From an optimization exercise on the open Yosys and OpenROAD flow, aimed at a short achievable clock period and few clock cycles; shortcuts taken in it are not production practice. In this exercise RTL edits were held to simulation tests only and were not proved equivalent to the original. Power is estimated from default activity; no workload was simulated.

==> flow/design.v, too long to show whole: its modules and the start of the top module <==
// module alu16: 63 lines
// module alu8: 165 lines
// module sync_reset: 13 lines
// module z80: 153 lines
// module add_rel: 48 lines
// module z80_step: 733 lines
module z80(
    clk,
    reset_external,
    halt,
    bdos_trap,
    mem_addr,
    mem_we,
    mem_wdata,
    mem_rdata,
    io_addr,
    io_we,
    io_wdata,
    io_rdata
    );
  // ...
==> flow/flow/run.sh <==
#!/bin/bash
# The standard layout, with the timing repair asked to aim for more setup
# slack than the flow settings allow, so that it keeps improving the critical
# paths. The constraints (clock period, I/O delays, loads) are the standard flow's own.
set -euo pipefail
MARGIN=${SETUP_MARGIN:-11}
sed "s/\"\\\${@:-finish}\"/SETUP_SLACK_MARGIN=$MARGIN \"\${@:-finish}\"/" standard.sh > standard_margin.sh
grep -q "SETUP_SLACK_MARGIN=$MARGIN" standard_margin.sh
bash standard_margin.sh > flow_make.log 2>&1
test -f out/final.def
==> flow/standard.sh <==
#!/bin/bash
# synth_recipe.tcl (not shown) runs the flow's synth.tcl, then flattens the netlist and writes it again
# the make line also repeats each setting of config.mk as NAME=value (left out here)
make -C /OpenROAD-flow-scripts/flow DESIGN_CONFIG=/design/flow/config.mk WORK_HOME=/design/flow/orfs CLKGATE_MAP_FILE= SYNTH_SCRIPT=/design/flow/synth_recipe.tcl "${@:-finish}"
==> flow/config.mk <==
export PLATFORM = sky130hd
export DESIGN_NAME = z80
export DESIGN_NICKNAME = z80
export VERILOG_FILES = /design/flow/design.v
export SDC_FILE = /design/flow/constraint.sdc
export NUM_CORES = 4
export LEC_CHECK = 0
export CAP_MARGIN = 20
export CORE_MARGIN = 2
export CORE_UTILIZATION = 25
export CTS_CLUSTER_DIAMETER = 60
export CTS_CLUSTER_SIZE = 12
export GPL_ROUTABILITY_DRIVEN = 1
export SLEW_MARGIN = 20
export SYNTH_MEMORY_MAX_BITS = 1048576
==> flow/constraint.sdc <==
create_clock -name core_clock -period 16.0 [get_ports {clk}]
set_input_delay 3.2000 -clock core_clock [delete_from_list [all_inputs] [get_ports {clk}]]
set_output_delay 3.2000 -clock core_clock [all_outputs]
set_load 0.01 [all_outputs]
==> results.txt, run 1 <==
* CTS clk-pin slew, worst paths at roughly 50 ps
* Filler cell count at 18.5k
* Status: finished clean
* Post CTS Setup Buffer Count at approximately 320
* CTS buffer count at between 50 and 60
* Combinational family with the most area after synthesis: compound AO/OA/AOI/OAI gates
* Most common cell after layout, fill and taps aside: nor2_1
* Adder-Cell Fraction of Synth Area at between 7 and 8%
* Leading cell kind: multi-input combinational cells
* Fin util at 34.5%
* Die Area at around 180000 µm²
* Initial antenna violation count at 42
* Yosys top cell by area: dfxtp_1
* DP Area at between 40000 and 50000 µm²
* Hold Crit Class: reg2reg
* Multi-input combinational area share at 65.2%
* Clock network fraction of design power at 7.7%
* Internal Power at 6800 µW
* Post-CTS Hold Buffers at 0
* Non-clk bufs at between 800 and 900
* Compound-Gate Fraction of Synth Area at between 30 and 40%
* Max-cap violations at 0
* Non-clk buf share at approximately 15%
* Inverters at 210
* Pre-CTS setup slack at between 8000 and 9000 ps
* Worst R2R End: F[2]
* Cell Rows at 153
* Sw Pwr at 11000 µW
* Die Y at 424 µm
* Xor and xnor area share after synthesis at approximately 5.0%
* Most frequent cells in the layout: 601 x nor2_1, 597 x nand2_1, 575 x buf_4
* Sequential group power at 1330 µW
* Critical Path RT at around 13000 ps
Testbench counts, summed over its fixed seeds: cycles 150,602.
==> module z80_step, before the edit <==
module z80_step #(parameter USEQ = 0) (
    input wire [5:0] alu_op_q,
    input wire [11:0] asel_q,
    input wire [2:0] a16_op_q,
    output wire [5:0] alu_op_d,
    output reg [11:0] asel_d,
    output wire [2:0] a16_op_d,
    output reg [15:0] TMPx_n, EAx_n,    
    output reg jrb_n, eab_n,            
    output wire [15:0] rel_o, ea_o,
    output reg [11:0] as_,         
    input wire [15:0] JT,
    output reg [17:0] ws_,         
    output reg [1:0] ias_,         
    output reg [11:0] iws_,        
    input wire [7:0] RMW,
    output reg [7:0] RMW_n,
    output wire [15:0] SPM_n,
    input wire [15:0] SPM,
    input wire [7:0] A, F, B, C, D, E, H, L,
    input wire [15:0] IX, IY, SP, PC, TMP, EA,
    input wire [7:0] ir,
    input wire [7:0] ir_rmw,
    input wire [1:0] pfx,
    input wire [1:0] xy,
    input wire xycb, ddone, tk,
    input wire [2:0] st,
    input wire halt,
    input wire [7:0] din,
    input wire [7:0] iodin,
    input wire [15:0] ma_cur,
    output reg [7:0] A_n, F_n, B_n, C_n, D_n, E_n, H_n, L_n,
    output reg [15:0] IX_n, IY_n, SP_n, PC_n, TMP_n, EA_n,
    output reg [7:0] ir_n,
    output reg [1:0] pfx_n, xy_n,
    output reg xycb_n, ddone_n, tk_n, halt_n, bdos_n, ldir_n,
    output reg [2:0] st_n,
    output reg [15:0] mem_addr,
    output reg mem_we,
    output reg [7:0] mem_wdata,
    output reg [7:0] io_addr,
    output reg io_we,
    output reg [7:0] io_wdata
    );
function [15:0] inc16;     
  input [15:0] x;
  integer i;
  begin
    for (i = 0; i < 16; i = i + 1) inc16[i] = x[i] ^ (&(x | ~((16'd1 << i) - 16'd1)));
  end
endfunction
function [15:0] dec16;
  input [15:0] x;
  integer i;
  begin
    for (i = 0; i < 16; i = i + 1) dec16[i] = x[i] ^ (&(~x | ~((16'd1 << i) - 16'd1)));
  end
endfunction
function [8:0] kadd8;     
  input [7:0] x, y;
  input ci;
  reg [7:0] g, p, gg, pp;
  reg [8:0] c;
  integer i, k;
  begin
    g = x & y; p = x ^ y; gg = g; pp = p;
    for (k = 1; k < 8; k = k * 2)
      for (i = 7; i >= k; i = i - 1)
        begin
          gg[i] = gg[i] | (pp[i] & gg[i - k]);
          pp[i] = pp[i] & pp[i - k];
        end
    c[0] = ci;
    for (i = 0; i < 8; i = i + 1) c[i + 1] = gg[i] | (pp[i] & ci);
    kadd8 = {c[8], p ^ c[7:0]};
  end
endfunction
wire [2:0] y = ir[5:3];
wire [2:0] z = ir[2:0];
wire [1:0] p = ir[5:4];
function uses_mhl;
  input [7:0] o;
  begin
    uses_mhl = (o == 8'h34) || (o == 8'h35) || (o == 8'h36) ||
               (o[7:6] == 2'b01 && (o[2:0] == 3'd6 || o[5:3] == 3'd6) && o != 8'h76) ||
               (o[7:6] == 2'b10 && o[2:0] == 3'd6);
  end
endfunction
function cond;
  input [2:0] cc;
  input [7:0] f;
  begin
    case (cc)
      3'd0: cond = !f[6];
      3'd1: cond = f[6];
      3'd2: cond = !f[0];
      3'd3: cond = f[0];
      3'd4: cond = !f[2];
      3'd5: cond = f[2];
      3'd6: cond = !f[7];
      default: cond = f[7];
    endcase
  end
endfunction
wire mhl = (pfx == 2'd0) && uses_mhl(ir);
wire xyr = (xy != 2'd0) && !mhl;
wire [15:0] BC = {B, C};
wire [15:0] DE = {D, E};
wire [15:0] HL = {H, L};
wire [15:0] IXY = (xy == 2'd1) ? IX : IY;
wire [15:0] HLx = (xy == 2'd0) ? HL : IXY;
wire [7:0] Hx = xyr ? IXY[15:8] : H;
wire [7:0] Lx = xyr ? IXY[7:0] : L;
wire [15:0] MHL = (xy == 2'd0) ? HL : EA;
localparam [11:0] ASPC = 12'd1, ASHL = 12'd2, ASBC = 12'd4, ASDE = 12'd8, ASSP = 12'd16, ASSPM = 12'd32,
                  ASTMP = 12'd64, ASEA = 12'd128, ASIX = 12'd256, ASIY = 12'd512, ASVEC = 12'd1024, ASJT = 12'd2048;
localparam [17:0] WSA = 18'd1, WSB = 18'd2, WSC = 18'd4, WSD = 18'd8, WSE = 18'd16, WSH = 18'd32, WSL = 18'd64,
                  WSXH = 18'd128, WSXL = 18'd256, WSYH = 18'd512, WSYL = 18'd1024, WSF = 18'd2048,
                  WSTL = 18'd4096, WSPCH = 18'd8192, WSPCL = 18'd16384, WSSPH = 18'd32768, WSSPL = 18'd65536,
                  WSRMW = 18'd131072;
localparam [1:0] IAC = 2'd1, IATL = 2'd2;
localparam [11:0] IWA = 12'd1, IWB = 12'd2, IWC = 12'd4, IWD = 12'd8, IWE = 12'd16, IWH = 12'd32, IWL = 12'd64,
                  IWXH = 12'd128, IWXL = 12'd256, IWYH = 12'd512, IWYL = 12'd1024, IWTL = 12'd2048;
reg [11:0] fas;
wire [11:0] ASMHL = (xy == 2'd0) ? ASHL : ASEA;
wire [11:0] ASHLX = (xy == 2'd0) ? ASHL : (xy == 2'd1) ? ASIX : ASIY;
wire [17:0] WSHLXL = (xy == 2'd0) ? WSL : (xy == 2'd1) ? WSXL : WSYL;
wire [17:0] WSHLXH = (xy == 2'd0) ? WSH : (xy == 2'd1) ? WSXH : WSYH;
reg [17:0] wsr8z, wsrrqh, wsrrql, wsrrph, wsrrpl;
reg [11:0] iwr8y;
always @(*)
begin
  case (z)
    3'd0: wsr8z = WSB;
    3'd1: wsr8z = WSC;
    3'd2: wsr8z = WSD;
    3'd3: wsr8z = WSE;
    3'd4: wsr8z = !xyr ? WSH : (xy == 2'd1) ? WSXH : WSYH;
    3'd5: wsr8z = !xyr ? WSL : (xy == 2'd1) ? WSXL : WSYL;
    3'd6: wsr8z = 18'd0;
    default: wsr8z = WSA;
  endcase
  case (y)
    3'd0: iwr8y = IWB;
    3'd1: iwr8y = IWC;
    3'd2: iwr8y = IWD;
    3'd3: iwr8y = IWE;
    3'd4: iwr8y = !xyr ? IWH : (xy == 2'd1) ? IWXH : IWYH;
    3'd5: iwr8y = !xyr ? IWL : (xy == 2'd1) ? IWXL : IWYL;
    3'd6: iwr8y = 12'd0;
    default: iwr8y = IWA;
  endcase
  case (p)
    2'd0: begin wsrrqh = WSB; wsrrql = WSC; wsrrph = WSB; wsrrpl = WSC; end
    2'd1: begin wsrrqh = WSD; wsrrql = WSE; wsrrph = WSD; wsrrpl = WSE; end
    2'd2: begin wsrrqh = WSHLXH; wsrrql = WSHLXL; wsrrph = WSHLXH; wsrrpl = WSHLXL; end
    default: begin wsrrqh = WSA; wsrrql = WSF; wsrrph = WSSPH; wsrrpl = WSSPL; end
  endcase
end
reg [7:0] rmw_din;
always @(*)
begin
  if (pfx == 2'd1)
    case (ir[7:6])
      2'b00:
        case (y)
          3'd0: rmw_din = {din[6:0], din[7]};
          3'd1: rmw_din = {din[0], din[7:1]};
          3'd2: rmw_din = {din[6:0], F[0]};
          3'd3: rmw_din = {F[0], din[7:1]};
          3'd4: rmw_din = {din[6:0], 1'b0};
          3'd5: rmw_din = {din[7], din[7:1]};
          3'd6: rmw_din = {din[6:0], 1'b1};
          default: rmw_din = {1'b0, din[7:1]};
        endcase
      2'b10: rmw_din = din & ~(8'd1 << y);
      2'b11: rmw_din = din | (8'd1 << y);
      default: rmw_din = din;
    endcase
  else if (pfx == 2'd2)
    rmw_din = ir[3] ? {din[3:0], A[3:0]} : {A[3:0], din[7:4]};
  else
    rmw_din = ir[0] ? din - 8'd1 : din + 8'd1;
end
reg [7:0] r8z, r8y;
always @(*)
begin
  case (z)
    3'd0: r8z = B;
    3'd1: r8z = C;
    3'd2: r8z = D;
    3'd3: r8z = E;
    3'd4: r8z = Hx;
    3'd5: r8z = Lx;
    3'd6: r8z = 8'h00;
    default: r8z = A;
  endcase
  case (y)
    3'd0: r8y = B;
    3'd1: r8y = C;
    3'd2: r8y = D;
    3'd3: r8y = E;
    3'd4: r8y = Hx;
    3'd5: r8y = Lx;
    3'd6: r8y = 8'h00;
    default: r8y = A;
  endcase
end
reg [15:0] rrp, rrq;
always @(*)
begin
  case (p)
    2'd0: begin rrp = BC; rrq = BC; end
    2'd1: begin rrp = DE; rrq = DE; end
    2'd2: begin rrp = HLx; rrq = HLx; end
    default: begin rrp = SP; rrq = {A, F}; end
  endcase
end
reg [5:0] alu_op;
reg [1:0] argc;      
wire [7:0] alu_out, alu_f;
assign alu_op_d = alu_op;
wire [2:0] argr = (argc == 2'd1) ? y : z;
always @(*)
begin
  asel_d = 12'd0;
  if (argc == 2'd2) asel_d[11] = 1'b1;
  else
    case (argr)
      3'd0: asel_d[0] = 1'b1;
      3'd1: asel_d[1] = 1'b1;
      3'd2: asel_d[2] = 1'b1;
      3'd3: asel_d[3] = 1'b1;
      3'd4: if (!xyr) asel_d[4] = 1'b1; else if (xy == 2'd1) asel_d[6] = 1'b1; else asel_d[8] = 1'b1;
      3'd5: if (!xyr) asel_d[5] = 1'b1; else if (xy == 2'd1) asel_d[7] = 1'b1; else asel_d[9] = 1'b1;
      3'd7: asel_d[10] = 1'b1;
      default: ;
    endcase
end
wire [11:0] asel_u = USEQ ? asel_q : asel_d;
wire [7:0] alu_arg =
    ({8{asel_u[0]}} & B) | ({8{asel_u[1]}} & C) | ({8{asel_u[2]}} & D) | ({8{asel_u[3]}} & E) |
    ({8{asel_u[4]}} & H) | ({8{asel_u[5]}} & L) | ({8{asel_u[6]}} & IX[15:8]) | ({8{asel_u[7]}} & IX[7:0]) |
    ({8{asel_u[8]}} & IY[15:8]) | ({8{asel_u[9]}} & IY[7:0]) | ({8{asel_u[10]}} & A) | ({8{asel_u[11]}} & TMP[7:0]);
alu8 alu8 (
  .alu8_ain(A),
  .alu8_out(alu_out),
  .alu8_op(USEQ ? alu_op_q : alu_op),
  .alu8_arg(alu_arg),
  .alu8_flags_in(F),
  .alu8_flags_out(alu_f),
  .alu8_bit_sel(y)
  );
reg [2:0] a16_op;
assign a16_op_d = a16_op;
wire [15:0] a16_out;
wire [7:0] a16_f;
alu16 alu16 (
  .alu16_arg1(HLx),
  .alu16_arg2(rrp),
  .alu16_out(a16_out),
  .alu16_op(USEQ ? a16_op_q : a16_op),
  .alu16_flags_in(F),
  .alu16_flags_out(a16_f)
);
wire [15:0] pc1 = inc16(PC);
reg [2:0] spk, w16spk;    
wire [15:0] spm2 = dec16(SPM);
wire [15:0] hlm1 = dec16(HLx);
wire [15:0] tmpm1 = dec16(TMP);
assign SPM_n = (spk == 3'd1) ? SP : (spk == 3'd2) ? spm2 : (spk == 3'd3) ? hlm1 : (spk == 3'd4) ? tmpm1 : SPM;
wire [15:0] sp1 = inc16(SP);
wire [15:0] spm1 = dec16(SP);
wire [15:0] rel_tgt, ea_in;
add_rel add_jr (.base(pc1), .d(din), .sum(rel_tgt));
add_rel add_ea (.base(IXY), .d(din), .sum(ea_in));
wire [7:0] tl = TMP[7:0];
assign rel_o = rel_tgt;
assign ea_o = ea_in;
wire [15:0] bcm1 = dec16(BC);
wire [8:0] bm1_9 = kadd8(B, 8'hff, 1'b0);
wire [7:0] bm1 = bm1_9[7:0];
wire [15:0] hl_step = ir[3] ? dec16(HL) : inc16(HL);
wire [15:0] de_step = ir[3] ? dec16(DE) : inc16(DE);
wire [8:0] ld_n9 = kadd8(tl, A, 1'b0);
wire [7:0] ld_n = ld_n9[7:0];
wire [8:0] cp_r9 = kadd8(A, ~tl, 1'b1);
wire [8:0] cp_t9 = {~cp_r9[8], cp_r9[7:0]};
wire [4:0] cp_t5 = {1'b0, A[3:0]} - {1'b0, tl[3:0]};
wire [8:0] cp_n9 = kadd8(A, ~tl, ~cp_t5[4]);
wire [7:0] cp_n = cp_n9[7:0];
wire [8:0] ini_c9 = kadd8(C, 8'h00, 1'b1);
wire [7:0] ini_c = ini_c9[7:0];    
wire [8:0] ini_k = kadd8(tl, ini_c, 1'b0);
wire [8:0] out_k = kadd8(tl, L, 1'b0);
wire [7:0] decb_f = {bm1[7], bm1 == 8'd0, bm1[5], B[3:0] == 4'd0, bm1[3], B == 8'h80, 1'b1, F[0]};
reg fe;
reg [15:0] fa;
reg [1:0] npfx, nxy;
reg w8;  reg [2:0] w8i;  reg [7:0] w8v;
reg w16; reg [1:0] w16i; reg w16af; reg [15:0] w16v;
always @(*)
begin
  A_n = A; F_n = F; B_n = B; C_n = C; D_n = D; E_n = E; H_n = H; L_n = L;
  IX_n = IX; IY_n = IY; SP_n = SP; PC_n = PC; TMP_n = TMP; EA_n = EA;
  ir_n = ir; pfx_n = pfx; xy_n = xy; xycb_n = xycb; ddone_n = ddone; tk_n = tk;
  halt_n = halt; bdos_n = 1'b0; ldir_n = 1'b0;
  jrb_n = 1'b0; eab_n = 1'b0; TMPx_n = TMP; EAx_n = EA; RMW_n = RMW;
  st_n = st + 3'd1;
  mem_addr = PC; as_ = ASPC; mem_we = 1'b0; mem_wdata = 8'h00; ws_ = 18'd0;
  io_addr = 8'h00; ias_ = 2'd0; io_we = 1'b0; io_wdata = 8'h00; iws_ = 12'd0;
  fe = 1'b0; fa = PC; fas = ASPC; npfx = 2'd0; nxy = 2'd0;
  w8 = 1'b0; w8i = 3'd0; w8v = alu_out;
  w16 = 1'b0; w16i = p; w16af = 1'b0; w16v = TMP; w16spk = 3'd4; spk = 3'd0;
  alu_op = {3'b0, y}; argc = 2'd0;
  a16_op = 3'd4;
  if (pfx == 2'd0 && xy != 2'd0 && mhl && !ddone)
    begin
      mem_addr = PC; as_ = ASPC; PC_n = pc1; EA_n = ea_in; ddone_n = 1'b1; st_n = st;
      eab_n = (ir != 8'h36);
    end
  else
  case (pfx)
  2'd0:
    casez (ir)
      8'b00_000_000, 8'b00_001_000: fe = 1'b1;             
      8'b00_010_000:                                       
        if (st == 3'd0)
          begin
            mem_addr = PC; as_ = ASPC; PC_n = pc1; B_n = bm1; tk_n = (B != 8'd1); jrb_n = (B != 8'd1);
          end
        else
          begin fe = 1'b1; fa = tk ? JT : PC; fas = (tk ? ASJT : ASPC); end
      8'b00_011_000, 8'b00_1??_000:                        
        if (st == 3'd0)
          begin
            mem_addr = PC; as_ = ASPC; PC_n = pc1;
            tk_n = ir[5] ? cond({1'b0, ir[4:3]}, F) : 1'b1;
            jrb_n = ir[5] ? cond({1'b0, ir[4:3]}, F) : 1'b1;
          end
        else
          begin fe = 1'b1; fa = tk ? JT : PC; fas = (tk ? ASJT : ASPC); end
      8'b00_??0_001:                                       
        case (st)
          3'd0: begin mem_addr = PC; as_ = ASPC; PC_n = pc1; TMP_n[7:0] = din; end
          3'd1: begin mem_addr = PC; as_ = ASPC; PC_n = pc1; TMP_n[15:8] = din; end
          default: begin w16 = 1'b1; w16v = TMP; fe = 1'b1; end
        endcase
      8'b00_??1_001:                                       
        begin a16_op = 3'd4; w16 = 1'b1; w16i = 2'd2; w16v = a16_out; F_n = a16_f; fe = 1'b1; end
      8'b00_0?0_010:                                       
        if (st == 3'd0)
          begin mem_addr = ir[4] ? DE : BC; as_ = (ir[4] ? ASDE : ASBC); mem_we = 1'b1; mem_wdata = A; ws_ = WSA; end
        else fe = 1'b1;
      8'b00_0?1_010:                                       
        if (st == 3'd0)
          begin mem_addr = ir[4] ? DE : BC; as_ = (ir[4] ? ASDE : ASBC); A_n = din; end
        else fe = 1'b1;
      8'b00_1??_010:                                       
        case (st)
          3'd0: begin mem_addr = PC; as_ = ASPC; PC_n = pc1; TMP_n[7:0] = din; end
          3'd1: begin mem_addr = PC; as_ = ASPC; PC_n = pc1; TMP_n[15:8] = din; end
          3'd2:
            begin
              mem_addr = TMP; as_ = ASTMP;
              case (ir[4:3])
                2'b00: begin mem_we = 1'b1; mem_wdata = HLx[7:0]; ws_ = WSHLXL; TMP_n = inc16(TMP); end
                2'b01: begin RMW_n = din; TMP_n = inc16(TMP); end
                2'b10: begin mem_we = 1'b1; mem_wdata = A; ws_ = WSA; st_n = 3'd4; end
                default: begin A_n = din; st_n = 3'd4; end
              endcase
            end
          3'd3:
            begin
              mem_addr = TMP; as_ = ASTMP;
              if (ir[3] == 1'b0)
                begin mem_we = 1'b1; mem_wdata = HLx[15:8]; ws_ = WSHLXH; end
              else
                TMP_n = {din, RMW};
            end
          default:
            begin
              if (ir[4:3] == 2'b01) begin w16 = 1'b1; w16i = 2'd2; w16v = TMP; end
              fe = 1'b1;
            end
        endcase
      8'b00_??0_011:                                       
        begin w16 = 1'b1; w16v = inc16(rrp); w16spk = 3'd1; fe = 1'b1; end
      8'b00_??1_011:                                       
        begin w16 = 1'b1; w16v = dec16(rrp); w16spk = 3'd2; fe = 1'b1; end
      8'b00_???_10?:                                       
        begin
          alu_op = ir[0] ? 6'd25 : 6'd24;
          if (y == 3'd6)
            case (st)
              3'd0: begin mem_addr = MHL; as_ = ASMHL; TMP_n[7:0] = din; RMW_n = rmw_din; end
              3'd1: begin argc = 2'd2; mem_addr = MHL; as_ = ASMHL; mem_we = 1'b1; mem_wdata = RMW; ws_ = WSRMW; F_n = alu_f; end
              default: fe = 1'b1;
            endcase
          else
            begin argc = 2'd1; w8 = 1'b1; w8i = y; F_n = alu_f; fe = 1'b1; end
        end
      8'b00_???_110:                                       
        if (y == 3'd6)
          case (st)
            3'd0: begin mem_addr = PC; as_ = ASPC; PC_n = pc1; TMP_n[7:0] = din; end
            3'd1: begin mem_addr = MHL; as_ = ASMHL; mem_we = 1'b1; mem_wdata = tl; ws_ = WSTL; end
            default: fe = 1'b1;
          endcase
        else
          if (st == 3'd0)
            begin mem_addr = PC; as_ = ASPC; PC_n = pc1; w8 = 1'b1; w8i = y; w8v = din; end
          else fe = 1'b1;
      8'b00_???_111:                                       
        begin alu_op = {3'b001, y}; w8 = 1'b1; w8i = 3'd7; F_n = alu_f; fe = 1'b1; end
      8'b01_110_110:                                       
        st_n = st;
      8'b01_???_???:                                       
        if (z == 3'd6)
          if (st == 3'd0)
            begin mem_addr = MHL; as_ = ASMHL; w8 = 1'b1; w8i = y; w8v = din; end
          else fe = 1'b1;
        else if (y == 3'd6)
          if (st == 3'd0)
            begin mem_addr = MHL; as_ = ASMHL; mem_we = 1'b1; mem_wdata = r8z; ws_ = wsr8z; end
          else fe = 1'b1;
        else
          begin w8 = 1'b1; w8i = y; w8v = r8z; fe = 1'b1; end
      8'b10_???_???:                                       
        if (z == 3'd6)
          if (st == 3'd0)
            begin mem_addr = MHL; as_ = ASMHL; TMP_n[7:0] = din; end
          else
            begin argc = 2'd2; w8 = 1'b1; w8i = 3'd7; F_n = alu_f; fe = 1'b1; end
        else
          begin w8 = 1'b1; w8i = 3'd7; F_n = alu_f; fe = 1'b1; end
      8'b11_???_000, 8'b11_001_001:                        
        case (st)
          3'd0:
            begin
              mem_addr = SP; as_ = ASSP; TMP_n[7:0] = din;
              tk_n = ir[0] || cond(y, F);
              if (ir[0] || cond(y, F)) begin SP_n = sp1; spk = 3'd1; end
            end
          3'd1:
            if (tk)
              begin mem_addr = SP; as_ = ASSP; TMP_n[15:8] = din; begin SP_n = sp1; spk = 3'd1; end end
            else fe = 1'b1;
          default: begin fe = 1'b1; fa = TMP; fas = ASTMP; end
        endcase
      8'b11_??0_001:                                       
        case (st)
          3'd0: begin mem_addr = SP; as_ = ASSP; TMP_n[7:0] = din; begin SP_n = sp1; spk = 3'd1; end end
          3'd1: begin mem_addr = SP; as_ = ASSP; TMP_n[15:8] = din; begin SP_n = sp1; spk = 3'd1; end end
          default: begin w16 = 1'b1; w16af = 1'b1; w16v = TMP; fe = 1'b1; end
        endcase
      8'b11_011_001: fe = 1'b1;                            
      8'b11_101_001: begin fe = 1'b1; fa = HLx; fas = ASHLX; end        
      8'b11_111_001: begin begin SP_n = HLx; spk = 3'd3; end fe = 1'b1; end      
      8'b11_???_010, 8'b11_000_011:                        
        case (st)
          3'd0: begin mem_addr = PC; as_ = ASPC; PC_n = pc1; TMP_n[7:0] = din; end
          3'd1: begin mem_addr = PC; as_ = ASPC; PC_n = pc1; TMP_n[15:8] = din; tk_n = ir[0] || cond(y, F); end
          default: begin fe = 1'b1; fa = tk ? TMP : PC; fas = (tk ? ASTMP : ASPC); end
        endcase
      8'b11_001_011:                                       
        if (xy == 2'd0)
          begin fe = 1'b1; npfx = 2'd1; end
        else if (st == 3'd0)
          begin mem_addr = PC; as_ = ASPC; PC_n = pc1; EA_n = ea_in; end
        else
          begin
            mem_addr = PC; as_ = ASPC; PC_n = pc1; ir_n = din; pfx_n = 2'd1; xycb_n = 1'b1; st_n = 3'd0; ldir_n = 1'b1;
          end
      8'b11_010_011:                                       
        if (st == 3'd0)
          begin mem_addr = PC; as_ = ASPC; PC_n = pc1; TMP_n[7:0] = din; end
        else
          begin io_addr = tl; ias_ = IATL; io_we = 1'b1; io_wdata = A; iws_ = IWA; fe = 1'b1; end
      8'b11_011_011:                                       
        if (st == 3'd0)
          begin mem_addr = PC; as_ = ASPC; PC_n = pc1; TMP_n[7:0] = din; end
        else
          begin io_addr = tl; ias_ = IATL; A_n = iodin; fe = 1'b1; end
      8'b11_100_011:                                       
        case (st)
          3'd0: begin mem_addr = SP; as_ = ASSP; TMP_n[7:0] = din; begin SP_n = sp1; spk = 3'd1; end end
          3'd1: begin mem_addr = SP; as_ = ASSP; TMP_n[15:8] = din; begin SP_n = spm1; spk = 3'd2; end end
          3'd2: begin mem_addr = SP; as_ = ASSP; mem_we = 1'b1; mem_wdata = HLx[7:0]; ws_ = WSHLXL; begin SP_n = sp1; spk = 3'd1; end end
          3'd3: begin mem_addr = SP; as_ = ASSP; mem_we = 1'b1; mem_wdata = HLx[15:8]; ws_ = WSHLXH; begin SP_n = spm1; spk = 3'd2; end
                      w16 = 1'b1; w16i = 2'd2; w16v = TMP; end
          default: fe = 1'b1;
        endcase
      8'b11_101_011:                                       
        begin D_n = HLx[15:8]; E_n = HLx[7:0]; w16 = 1'b1; w16i = 2'd2; w16v = DE; fe = 1'b1; end
      8'b11_11?_011: fe = 1'b1;                            
      8'b11_???_100, 8'b11_001_101:                        
        case (st)
          3'd0: begin mem_addr = PC; as_ = ASPC; PC_n = pc1; TMP_n[7:0] = din; end
          3'd1: begin mem_addr = PC; as_ = ASPC; PC_n = pc1; TMP_n[15:8] = din; tk_n = ir[0] || cond(y, F); end
          3'd2:
            if (tk)
              begin mem_addr = spm1; as_ = ASSPM; mem_we = 1'b1; mem_wdata = PC[15:8]; ws_ = WSPCH; begin SP_n = spm1; spk = 3'd2; end end
            else fe = 1'b1;
          3'd3: begin mem_addr = spm1; as_ = ASSPM; mem_we = 1'b1; mem_wdata = PC[7:0]; ws_ = WSPCL; begin SP_n = spm1; spk = 3'd2; end end
          default: begin fe = 1'b1; fa = TMP; fas = ASTMP; end
        endcase
      8'b11_??0_101:                                       
        case (st)
          3'd0: begin mem_addr = spm1; as_ = ASSPM; mem_we = 1'b1; mem_wdata = rrq[15:8]; ws_ = wsrrqh; begin SP_n = spm1; spk = 3'd2; end end
          3'd1: begin mem_addr = spm1; as_ = ASSPM; mem_we = 1'b1; mem_wdata = rrq[7:0]; ws_ = wsrrql; begin SP_n = spm1; spk = 3'd2; end end
          default: fe = 1'b1;
        endcase
      8'b11_011_101: begin fe = 1'b1; nxy = 2'd1; end      
      8'b11_111_101: begin fe = 1'b1; nxy = 2'd2; end      
      8'b11_101_101: begin fe = 1'b1; npfx = 2'd2; end     
      8'b11_???_110:                                       
        if (st == 3'd0)
          begin mem_addr = PC; as_ = ASPC; PC_n = pc1; TMP_n[7:0] = din; end
        else
          begin argc = 2'd2; w8 = 1'b1; w8i = 3'd7; F_n = alu_f; fe = 1'b1; end
      8'b11_111_111: fe = 1'b1;                            
      8'b11_???_111:                                       
        case (st)
          3'd0: begin mem_addr = spm1; as_ = ASSPM; mem_we = 1'b1; mem_wdata = PC[15:8]; ws_ = WSPCH; begin SP_n = spm1; spk = 3'd2; end end
          3'd1: begin mem_addr = spm1; as_ = ASSPM; mem_we = 1'b1; mem_wdata = PC[7:0]; ws_ = WSPCL; begin SP_n = spm1; spk = 3'd2; end end
          default: begin fe = 1'b1; fa = {10'b0, y, 3'b0}; fas = ASVEC; end
        endcase
      default: fe = 1'b1;
    endcase
  2'd1:                                                    
    begin
      case (ir[7:6])
        2'b00: alu_op = {3'b010, y};
        2'b01: alu_op = 6'd26;
        2'b10: alu_op = 6'd27;
        default: alu_op = 6'd28;
      endcase
      if (xycb || z == 3'd6)
        begin
          if (ir[7:6] == 2'b01)
            if (st == 3'd0)
              begin
                mem_addr = xycb ? EA : HL; as_ = (xycb ? ASEA : ASHL);
                F_n = {y == 3'd7 && din[y], !din[y], ma_cur[5], 1'b1, ma_cur[3], !din[y], 1'b0, F[0]};
              end
            else fe = 1'b1;
          else
            case (st)
              3'd0: begin mem_addr = xycb ? EA : HL; as_ = (xycb ? ASEA : ASHL); TMP_n[7:0] = din; RMW_n = rmw_din; end
              3'd1:
                begin
                  argc = 2'd2; mem_addr = xycb ? EA : HL; as_ = (xycb ? ASEA : ASHL); mem_we = 1'b1; mem_wdata = RMW; ws_ = WSRMW; F_n = alu_f;
                  if (z != 3'd6) begin w8 = 1'b1; w8i = z; end
                end
              default: fe = 1'b1;
            endcase
        end
      else
        begin
          F_n = alu_f;
          if (ir[7:6] != 2'b01) begin w8 = 1'b1; w8i = z; end
          fe = 1'b1;
        end
    end
  default:                                                 
    casez (ir)
      8'b01_???_000:                                       
        begin
          io_addr = C; ias_ = IAC; F_n = {iodin[7], iodin == 8'd0, iodin[5], 1'b0, iodin[3], ~^iodin, 1'b0, F[0]};
          if (y != 3'd6) begin w8 = 1'b1; w8i = y; w8v = iodin; end
          fe = 1'b1;
        end
      8'b01_???_001:                                       
        begin io_addr = C; ias_ = IAC; io_we = 1'b1; io_wdata = r8y; iws_ = iwr8y; fe = 1'b1; end
      8'b01_??0_010:                                       
        begin a16_op = 3'd5; w16 = 1'b1; w16i = 2'd2; w16v = a16_out; F_n = a16_f; fe = 1'b1; end
      8'b01_??1_010:                                       
        begin a16_op = 3'd6; w16 = 1'b1; w16i = 2'd2; w16v = a16_out; F_n = a16_f; fe = 1'b1; end
      8'b01_???_011:                                       
        case (st)
          3'd0: begin mem_addr = PC; as_ = ASPC; PC_n = pc1; TMP_n[7:0] = din; end
          3'd1: begin mem_addr = PC; as_ = ASPC; PC_n = pc1; TMP_n[15:8] = din; end
          3'd2:
            begin
              mem_addr = TMP; as_ = ASTMP; TMP_n = inc16(TMP);
              if (ir[3] == 1'b0) begin mem_we = 1'b1; mem_wdata = rrp[7:0]; ws_ = wsrrpl; end
              else RMW_n = din;
            end
          3'd3:
            begin
              mem_addr = TMP; as_ = ASTMP;
              if (ir[3] == 1'b0) begin mem_we = 1'b1; mem_wdata = rrp[15:8]; ws_ = wsrrph; end
              else TMP_n = {din, RMW};
            end
          default:
            begin
              if (ir[3]) begin w16 = 1'b1; w16v = TMP; end
              fe = 1'b1;
            end
        endcase
      8'b01_???_100:                                       
        begin alu_op = 6'd30; w8 = 1'b1; w8i = 3'd7; F_n = alu_f; fe = 1'b1; end
      8'b01_???_101:                                       
        case (st)
          3'd0: begin mem_addr = SP; as_ = ASSP; TMP_n[7:0] = din; begin SP_n = sp1; spk = 3'd1; end tk_n = 1'b1; end
          3'd1: begin mem_addr = SP; as_ = ASSP; TMP_n[15:8] = din; begin SP_n = sp1; spk = 3'd1; end end
          default: begin fe = 1'b1; fa = TMP; fas = ASTMP; end
        endcase
      8'b01_000_111: begin B_n = A; fe = 1'b1; end         
      8'b01_001_111: begin C_n = A; fe = 1'b1; end         
      8'b01_010_111: begin A_n = B; fe = 1'b1; end         
      8'b01_011_111: begin A_n = C; fe = 1'b1; end         
      8'b01_10?_111:                                       
        case (st)
          3'd0: begin mem_addr = HL; as_ = ASHL; TMP_n[7:0] = din; RMW_n = rmw_din; end
          3'd1: begin mem_addr = HL; as_ = ASHL; mem_we = 1'b1; mem_wdata = RMW; ws_ = WSRMW; end
          default: begin argc = 2'd2; alu_op = ir[3] ? 6'd34 : 6'd32; w8 = 1'b1; w8i = 3'd7; F_n = alu_f; fe = 1'b1; end
        endcase
      8'b10_1??_000:                                       
        case (st)
          3'd0: begin mem_addr = HL; as_ = ASHL; TMP_n[7:0] = din; H_n = hl_step[15:8]; L_n = hl_step[7:0]; end
          3'd1:
            begin
              mem_addr = DE; as_ = ASDE; mem_we = 1'b1; mem_wdata = tl; ws_ = WSTL;
              D_n = de_step[15:8]; E_n = de_step[7:0]; B_n = bcm1[15:8]; C_n = bcm1[7:0];
              F_n = {F[7], F[6], ld_n[1], 1'b0, ld_n[3], bcm1 != 16'd0, 1'b0, F[0]};
              st_n = (ir[4] && bcm1 != 16'd0) ? 3'd0 : 3'd2;
            end
          default: fe = 1'b1;
        endcase
      8'b10_1??_001:                                       
        case (st)
          3'd0:
            begin
              mem_addr = HL; as_ = ASHL; TMP_n[7:0] = din; H_n = hl_step[15:8]; L_n = hl_step[7:0];
              B_n = bcm1[15:8]; C_n = bcm1[7:0];
            end
          3'd1:
            begin
              F_n = {cp_t9[7], cp_t9[7:0] == 8'd0, cp_n[1], cp_t5[4], cp_n[3], BC != 16'd0, 1'b1, F[0]};
              mem_addr = HL; as_ = ASHL;
              if (ir[4] && BC != 16'd0 && cp_t9[7:0] != 8'd0)
                begin
                  TMP_n[7:0] = din; H_n = hl_step[15:8]; L_n = hl_step[7:0];
                  B_n = bcm1[15:8]; C_n = bcm1[7:0]; st_n = 3'd1;
                end
              else st_n = 3'd2;
            end
          default: fe = 1'b1;
        endcase
      8'b10_1??_010:                                       
        case (st)
          3'd0: begin io_addr = C; ias_ = IAC; TMP_n[7:0] = iodin; end
          3'd1:
            begin
              mem_addr = HL; as_ = ASHL; mem_we = 1'b1; mem_wdata = tl; ws_ = WSTL; H_n = hl_step[15:8]; L_n = hl_step[7:0];
              B_n = bm1; io_addr = C; ias_ = IAC;
              F_n = {decb_f[7:5], ini_k[8], decb_f[3], ~^((ini_k[7:0] & 8'h07) ^ bm1), tl[7], ini_k[8]};
              if (ir[4] && bm1 != 8'd0)
                begin TMP_n[7:0] = iodin; st_n = 3'd1; end
              else st_n = 3'd2;
            end
          default: fe = 1'b1;
        endcase
      8'b10_1??_011:                                       
        case (st)
          3'd0:
            begin
              mem_addr = HL; as_ = ASHL; TMP_n[7:0] = din; H_n = hl_step[15:8]; L_n = hl_step[7:0];
              tk_n = ir[4] && (B != 8'd1);
            end
          default:
            begin
              io_addr = C; ias_ = IAC; io_we = 1'b1; io_wdata = tl; iws_ = IWTL; B_n = bm1;
              F_n = {decb_f[7:5], out_k[8], decb_f[3], ~^((out_k[7:0] & 8'h07) ^ bm1), tl[7], out_k[8]};
              if (tk)
                begin
                  mem_addr = HL; as_ = ASHL; TMP_n[7:0] = din; H_n = hl_step[15:8]; L_n = hl_step[7:0]; st_n = 3'd1;
                  tk_n = (B != 8'd2);
                end
              else fe = 1'b1;
            end
        endcase
      default: fe = 1'b1;
    endcase
  endcase
  if (w8)
    case (w8i)
      3'd0: B_n = w8v;
      3'd1: C_n = w8v;
      3'd2: D_n = w8v;
      3'd3: E_n = w8v;
      3'd4: if (!xyr) H_n = w8v; else if (xy == 2'd1) IX_n[15:8] = w8v; else IY_n[15:8] = w8v;
      3'd5: if (!xyr) L_n = w8v; else if (xy == 2'd1) IX_n[7:0] = w8v; else IY_n[7:0] = w8v;
      3'd7: A_n = w8v;
      default: ;
    endcase
  if (w16)
    case (w16i)
      2'd0: begin B_n = w16v[15:8]; C_n = w16v[7:0]; end
      2'd1: begin D_n = w16v[15:8]; E_n = w16v[7:0]; end
      2'd2:
        if (xy == 2'd0) begin H_n = w16v[15:8]; L_n = w16v[7:0]; end
        else if (xy == 2'd1) IX_n = w16v;
        else IY_n = w16v;
      default:
        if (w16af) begin A_n = w16v[15:8]; F_n = w16v[7:0]; end
        else begin SP_n = w16v; spk = w16spk; end
    endcase
  if (!(pfx == 2'd0 && (ir == 8'h10 || ir == 8'h18 || ir[7:5] == 3'b001) && ir[2:0] == 3'd0 && st == 3'd0))
    TMPx_n = TMP_n;
  if (!(pfx == 2'd0 && ((xy != 2'd0 && mhl && !ddone) || (ir == 8'hcb && xy != 2'd0 && st == 3'd0))))
    EAx_n = EA_n;
  if (fe)
    begin
      mem_addr = fa; as_ = fas;
      ir_n = din;
      ldir_n = 1'b1;
      PC_n = inc16(ma_cur);
      st_n = 3'd0;
      pfx_n = npfx;
      xy_n = nxy;
      xycb_n = 1'b0;
      ddone_n = 1'b0;
      if (npfx == 2'd0)
        begin
          if (din == 8'h76) halt_n = 1'b1;
          if (din == 8'hff) bdos_n = 1'b1;
        end
    end
end
endmodule
==> inputs of run 2 (changes only) <==
--- a/flow/design.v
+++ b/flow/design.v
@@ -739,7 +739,7 @@
 wire [7:0] ini_c = ini_c9[7:0];    
 wire [8:0] ini_k = kadd8(tl, ini_c, 1'b0);
 wire [8:0] out_k = kadd8(tl, L, 1'b0);
-wire [7:0] decb_f = {bm1[7], bm1 == 8'd0, bm1[5], B[3:0] == 4'd0, bm1[3], B == 8'h80, 1'b1, F[0]};
+wire [7:0] decb_f = {bm1[7], B == 8'd1, bm1[5], B[3:0] == 4'd0, bm1[3], B == 8'h80, 1'b1, F[0]};
 reg fe;
 reg [15:0] fa;
 reg [1:0] npfx, nxy;
@@ -1070,8 +1070,8 @@
             begin
               mem_addr = DE; as_ = ASDE; mem_we = 1'b1; mem_wdata = tl; ws_ = WSTL;
               D_n = de_step[15:8]; E_n = de_step[7:0]; B_n = bcm1[15:8]; C_n = bcm1[7:0];
-              F_n = {F[7], F[6], ld_n[1], 1'b0, ld_n[3], bcm1 != 16'd0, 1'b0, F[0]};
-              st_n = (ir[4] && bcm1 != 16'd0) ? 3'd0 : 3'd2;
+              F_n = {F[7], F[6], ld_n[1], 1'b0, ld_n[3], BC != 16'd1, 1'b0, F[0]};
+              st_n = (ir[4] && BC != 16'd1) ? 3'd0 : 3'd2;
             end
           default: fe = 1'b1;
         endcase
@@ -1084,9 +1084,9 @@
             end
           3'd1:
             begin
-              F_n = {cp_t9[7], cp_t9[7:0] == 8'd0, cp_n[1], cp_t5[4], cp_n[3], BC != 16'd0, 1'b1, F[0]};
+              F_n = {cp_t9[7], A == tl, cp_n[1], cp_t5[4], cp_n[3], BC != 16'd0, 1'b1, F[0]};
               mem_addr = HL; as_ = ASHL;
-              if (ir[4] && BC != 16'd0 && cp_t9[7:0] != 8'd0)
+              if (ir[4] && BC != 16'd0 && A != tl)
                 begin
                   TMP_n[7:0] = din; H_n = hl_step[15:8]; L_n = hl_step[7:0];
                   B_n = bcm1[15:8]; C_n = bcm1[7:0]; st_n = 3'd1;
@@ -1103,7 +1103,7 @@
               mem_addr = HL; as_ = ASHL; mem_we = 1'b1; mem_wdata = tl; ws_ = WSTL; H_n = hl_step[15:8]; L_n = hl_step[7:0];
               B_n = bm1; io_addr = C; ias_ = IAC;
               F_n = {decb_f[7:5], ini_k[8], decb_f[3], ~^((ini_k[7:0] & 8'h07) ^ bm1), tl[7], ini_k[8]};
-              if (ir[4] && bm1 != 8'd0)
+              if (ir[4] && B != 8'd1)
                 begin TMP_n[7:0] = iodin; st_n = 3'd1; end
               else st_n = 3'd2;
             end
==> run 2 against run 1 <==
Compared with the run above:
- critical endpoint unchanged
- synthesized area increased by 2.0%
- power increased by 14%
- sequential share of layout area decreased by 0.34 points
- still clean on timing, DRC and antenna
- highest routed layer unchanged
- register-to-register slack improved by 60 ps
- worst setup slack got worse by 120 ps
==> results.txt, run 2 <==
* Status: finished clean (unchanged)
* H-tree depth at 2 (unchanged)
* Synthesized flop and latch total at 287 (unchanged)
* Slew at the pin closest to its max-slew limit at 1350 ps (about the same)
* Largest cells by area after synthesis: dfxtp_1 13%, ha_1 7.0%, a21oi_1 6.2%, nand2_1 5.4%, o21ai_0 5.4% (was dfxtp_1 13%, ha_1 7.2%, a21oi_1 6.0%, nor2_1 5.5%, nand2_1 5.5%)
* Startpoint types: register (unchanged)
* Cell Rows at 155 (was 153)
* Max-slew headroom at 9.46% (was 9.76%)
* Placed insts at 8800 (was 8610)
* Share of the synthesized area in the top cell type at 12.8% (was 13.0%)
* Post-synth top cells: 644 x nand2_1, 623 x nor2_1, 558 x a21oi_1 (was 647 x nor2_1, 643 x nand2_1, 526 x a21oi_1)
* Drt initial violations at 14.0k (was 11.8k)
* Mapped Cells at 6653 (was 6501)
* I/O pin total at 62 (unchanged)
* VDD IR max at 0.000234 V (was 0.000180 V)
* Post-detail-place hpwl at 291000 µm (was 282000 µm)
* Sink Count at 287 (unchanged)
* Initial antenna violation count at 60 (was 42)
* Design area at 62200 µm² (was 60200 µm²)
* Post-Syn Area at 44900 µm² (was 44000 µm²)
* Largest register FFs at 18 (unchanged)
* DP Area at 49300 µm² (was 48300 µm²)
* Die width at 428 µm (was 424 µm)
* CP max-delay cell: dfxtp_4 (was dfxtp_1)
* Setup-failing EPs final at 0 (unchanged)
* Most frequent cells in the layout: 608 x buf_4, 602 x nand2_1, 584 x nor2_1 (was 601 x nor2_1, 597 x nand2_1, 575 x buf_4)
* Count of input and output buffers at 61 (unchanged)
* P&R area growth vs syn at 38.6% (was 36.8%)
* Post-synth EDFFs at 0 (unchanged)
* Vias at 68.6k (was 64.9k)
* Total power at 20300 µW (was 17800 µW)
* Max FO, Critical Path at 8 (was 17)
* RSZ-0062 raised after global routing: yes (unchanged)
* Count of non-filler cells in the finished layout at 9479 (was 9210)
* Routed wire per std cell at 45.1 µm (was 43.6 µm)
* Clk latency of the worst-skew pair at 750 ps (was 770 ps)
* Leak at 0.0231 µW (was 0.0225 µW)
* CTS clk-pin slew, worst paths at 60 ps (was 50 ps)
* First-pass GRT wire length at 551000 µm (was 526000 µm)
* CTS tree: done (unchanged)
* DRC viols at 0 (unchanged)
* Critical Path RT at 12800 ps (about the same)
* Final wirelength at 427000 µm (was 402000 µm)
* Max clock buf depth at 3 (unchanged)
* Most common cell after layout, fill and taps aside: buf_4 (was nor2_1)
* Hold Crit Class: reg2reg (unchanged)
* Vias/cell at 7.24 (was 7.05)
* Core area at 178000 µm² (was 174000 µm²)
* Routability cong. at 1.13 (was 1.09)
* Seq/Total Area, Yosys at 12.8% (was 13.1%)
* Syn avg cell area at 6.74 µm² (was 6.77 µm²)
* Die Y at 428 µm (was 424 µm)
* NumNets Final at 7313 (was 7097)
* Tcrit/Tclk final at 36.0% (was 35.2%)
* Gr usage total at 43.8% (was 42.2%)
* Post-route ant nets at 0 (unchanged)
* Die Area at 183000 µm² (was 179000 µm²)
* Crit path DAT at 2560 ps (was 2440 ps)
* Yosys warns at 7 (unchanged)
* Clock root buffer: clkbuf_16 (unchanged)
* Router iterations before antenna repair at 14 (was 13)
* Max-cap violations at 0 (unchanged)
* Post-Route Skew at 50.7 ps (was 88.7 ps)
* Sum Neg Setup Slack at 0 ps (unchanged)
* Syn nets at 6933 (was 6785)
* Slew Limit Fails at 0 (unchanged)
* Highest clock rate at 174 MHz (was 177 MHz)
* Top-count cell post-synth: nand2_1 (was nor2_1)
* Vias in the first global route at 60.1k (was 58.1k)
* CP endpoint kind: output port (unchanged)
* Biggest cell delay along the critical path at 440 ps (was 310 ps)
* Total gr overflow at 0 (unchanged)
* Yosys top cell by area: dfxtp_1 (unchanged)
* Largest register by flop count: ws_q (unchanged)
* Cell Chain, Critical Path: a22o_4 > a221oi_4 > and3_1 > nand4_1 > buf_2 (was buf_8 > a22o_1 > a221oi_2 > and3_1 > nand4_1 > buf_2)
* Fin crit period at 5760 ps (was 5640 ps)
* Largest net degree at the start of global routing at 69 (was 99)
* Post-synthesis cell type count at 107 (was 118)
* Layout cell share with drive strength beyond 1 at 27.2% (about the same)
* Initial Util at 25.1% (was 25.2%)
* Hold Fails Final Rpt at 0 (unchanged)
* WHS at 506 ps (was 501 ps)
* Total power divided by cell area at 327 nW/µm² (was 295 nW/µm²)
* WS Path Type: reg2out (unchanged)
* Filler cell count at 18.8k (was 18.5k)
* Share of flip-flops with an asynchronous set or reset at 0.348% (unchanged)
* Dominant synthesized flop cell: dfxtp_1 (unchanged)
* CTS buffer count at 57 (was 58)
## run 2: cell count changes in the layout (fill, tap and decap cells not counted), sizes merged, moves of 25 or more
cell,change
nor3,-28
nor2,-25
o21ai,+25
buf,+63
a21oi,+30
inv,+41
o221ai,-31
## run 2: cell families (layout without fill, tap and decap cells)
logic type               Yosys count  after routing  synth area share [%]
AO/OA/AOI/OAI                   2596           2599                  39.6
XOR/XNOR                         245            245                  4.84
adder cells (fa/ha/maj)          262            262                  7.51
buffers and inverters            880           1304                  7.52
flip-flops                       287            287                  12.8
multiplexers                     145            145                  3.82
other                              0             44                     0
AND/OR/NAND/NOR                 2238           2238                  23.9
## run 2: critical path, delay by kind of cell (launching register included)
family | cells | cell delay, ps
and+or+nand+nor | 2 | 490
buffers and inverters | 1 | 270
AOI/OAI and AO/OA | 2 | 590
DFF | 1 | 440
## run 2: layout make-up
type	instances	area, µm²	share of cell area [%]
Antenna cell	44	110	0.177
Multi-Input combinational cell	5489	40200	64.6
Sequential cell	287	6060	9.74
Clock buffer	65	1490	2.39
Tap cell	2355	2950	4.74
Inverter	249	1050	1.69
Clock inverter	41	472	0.759
Timing Repair Buffer	949	9860	15.9
## run 2: layer usage
layer  GRT usage, %  part of all wire, %  wire length (µm)  up-vias
li1               -                    -                 -    26164
met5          0.625                 0.20               841        -
met1           52.0                   36            152000    33034
met4           36.3                   11             47200       54
met2           57.3                   36            156000     7090
met3           23.1                   17             71400     2271
## run 2: final timing paths
path	to	slack, ps	startpoint	depth (start not counted)
max in group asynchronous	sync_reset.reset	13160	reset_external	2
setup reg to reg	D[2]	10570	ir[2]	15
hold / removal	SPM[1]	510	SPM[1]	2
min in group asynchronous	sync_reset.reset	2820	reset_external	2
hold reg to reg	SPM[1]	510	SPM[1]	2
setup / recovery	mem_wdata[5]	10240	ws_q[14]	5
## run 2: through the flow
stage               worst slack [ps]  util, %
floorplan                      10450        -
global placement                8940     27.6
detailed placement              9250     27.6
CTS                            10380     32.4
global route                   10310     34.8
finish                         10240     34.8
## run 2: timing repair
action                                  4_1_cts  5_1_grt
buffers inserted                            292      213
cloned                                       15        9
hold buffers                                  0        0
gates resized for setup                    1076      517
pin swaps                                   188      239
endpoints found under the setup margin      294      236
## run 2: power breakdown
group | leakage [µW] | switching, µW | total (µW) | internal (µW)
Sequential | 0.00238 | 406 | 1330 | 925
Combinational | 0.0198 | 11600 | 17600 | 6020
Clock | 0.000945 | 575 | 1330 | 752
Total | 0.0231 | 12600 | 20300 | 7700
Testbench counts of run 2, summed over its fixed seeds: cycles 150,602.

==> what the ideal ports hide <==
In the flow no input, the clock included, has a driving cell. The finished layouts below were timed again as built, in two steps. Step 1 (the two cells are an assumption about what drives the block):
set clk [get_ports {clk}]
set_driving_cell -lib_cell sky130_fd_sc_hd__clkbuf_16 $clk
set_driving_cell -lib_cell sky130_fd_sc_hd__buf_2 [delete_from_list [all_inputs] $clk]
Step 2, shift: input delay + t, output delay - t, t = (earliest + latest rising clock arrival at the registers) / 2. This alone moves slack from input paths to output paths. Three values: ideal ports, drivers, drivers and shift; two values: the first two.
| run | t (ns) | setup WS [ns] | latest minus earliest clock arrival (ns) | slew at the worst register clock pin (ns) |
|---|---|---|---|---|
| run 1 | 0.808 | 10.362 / 10.282 / 9.923 | 0.093 / 0.092 | 0.07 / 0.07 |
| run 2 | 0.806 | 10.237 / 10.151 / 9.966 | 0.051 / 0.050 | 0.07 / 0.07 |
After both steps setup and hold are still met in every run listed. For run 1, which loses most, drivers alone change the setup slack by -0.080 ns; drivers and shift together by -0.439 ns.
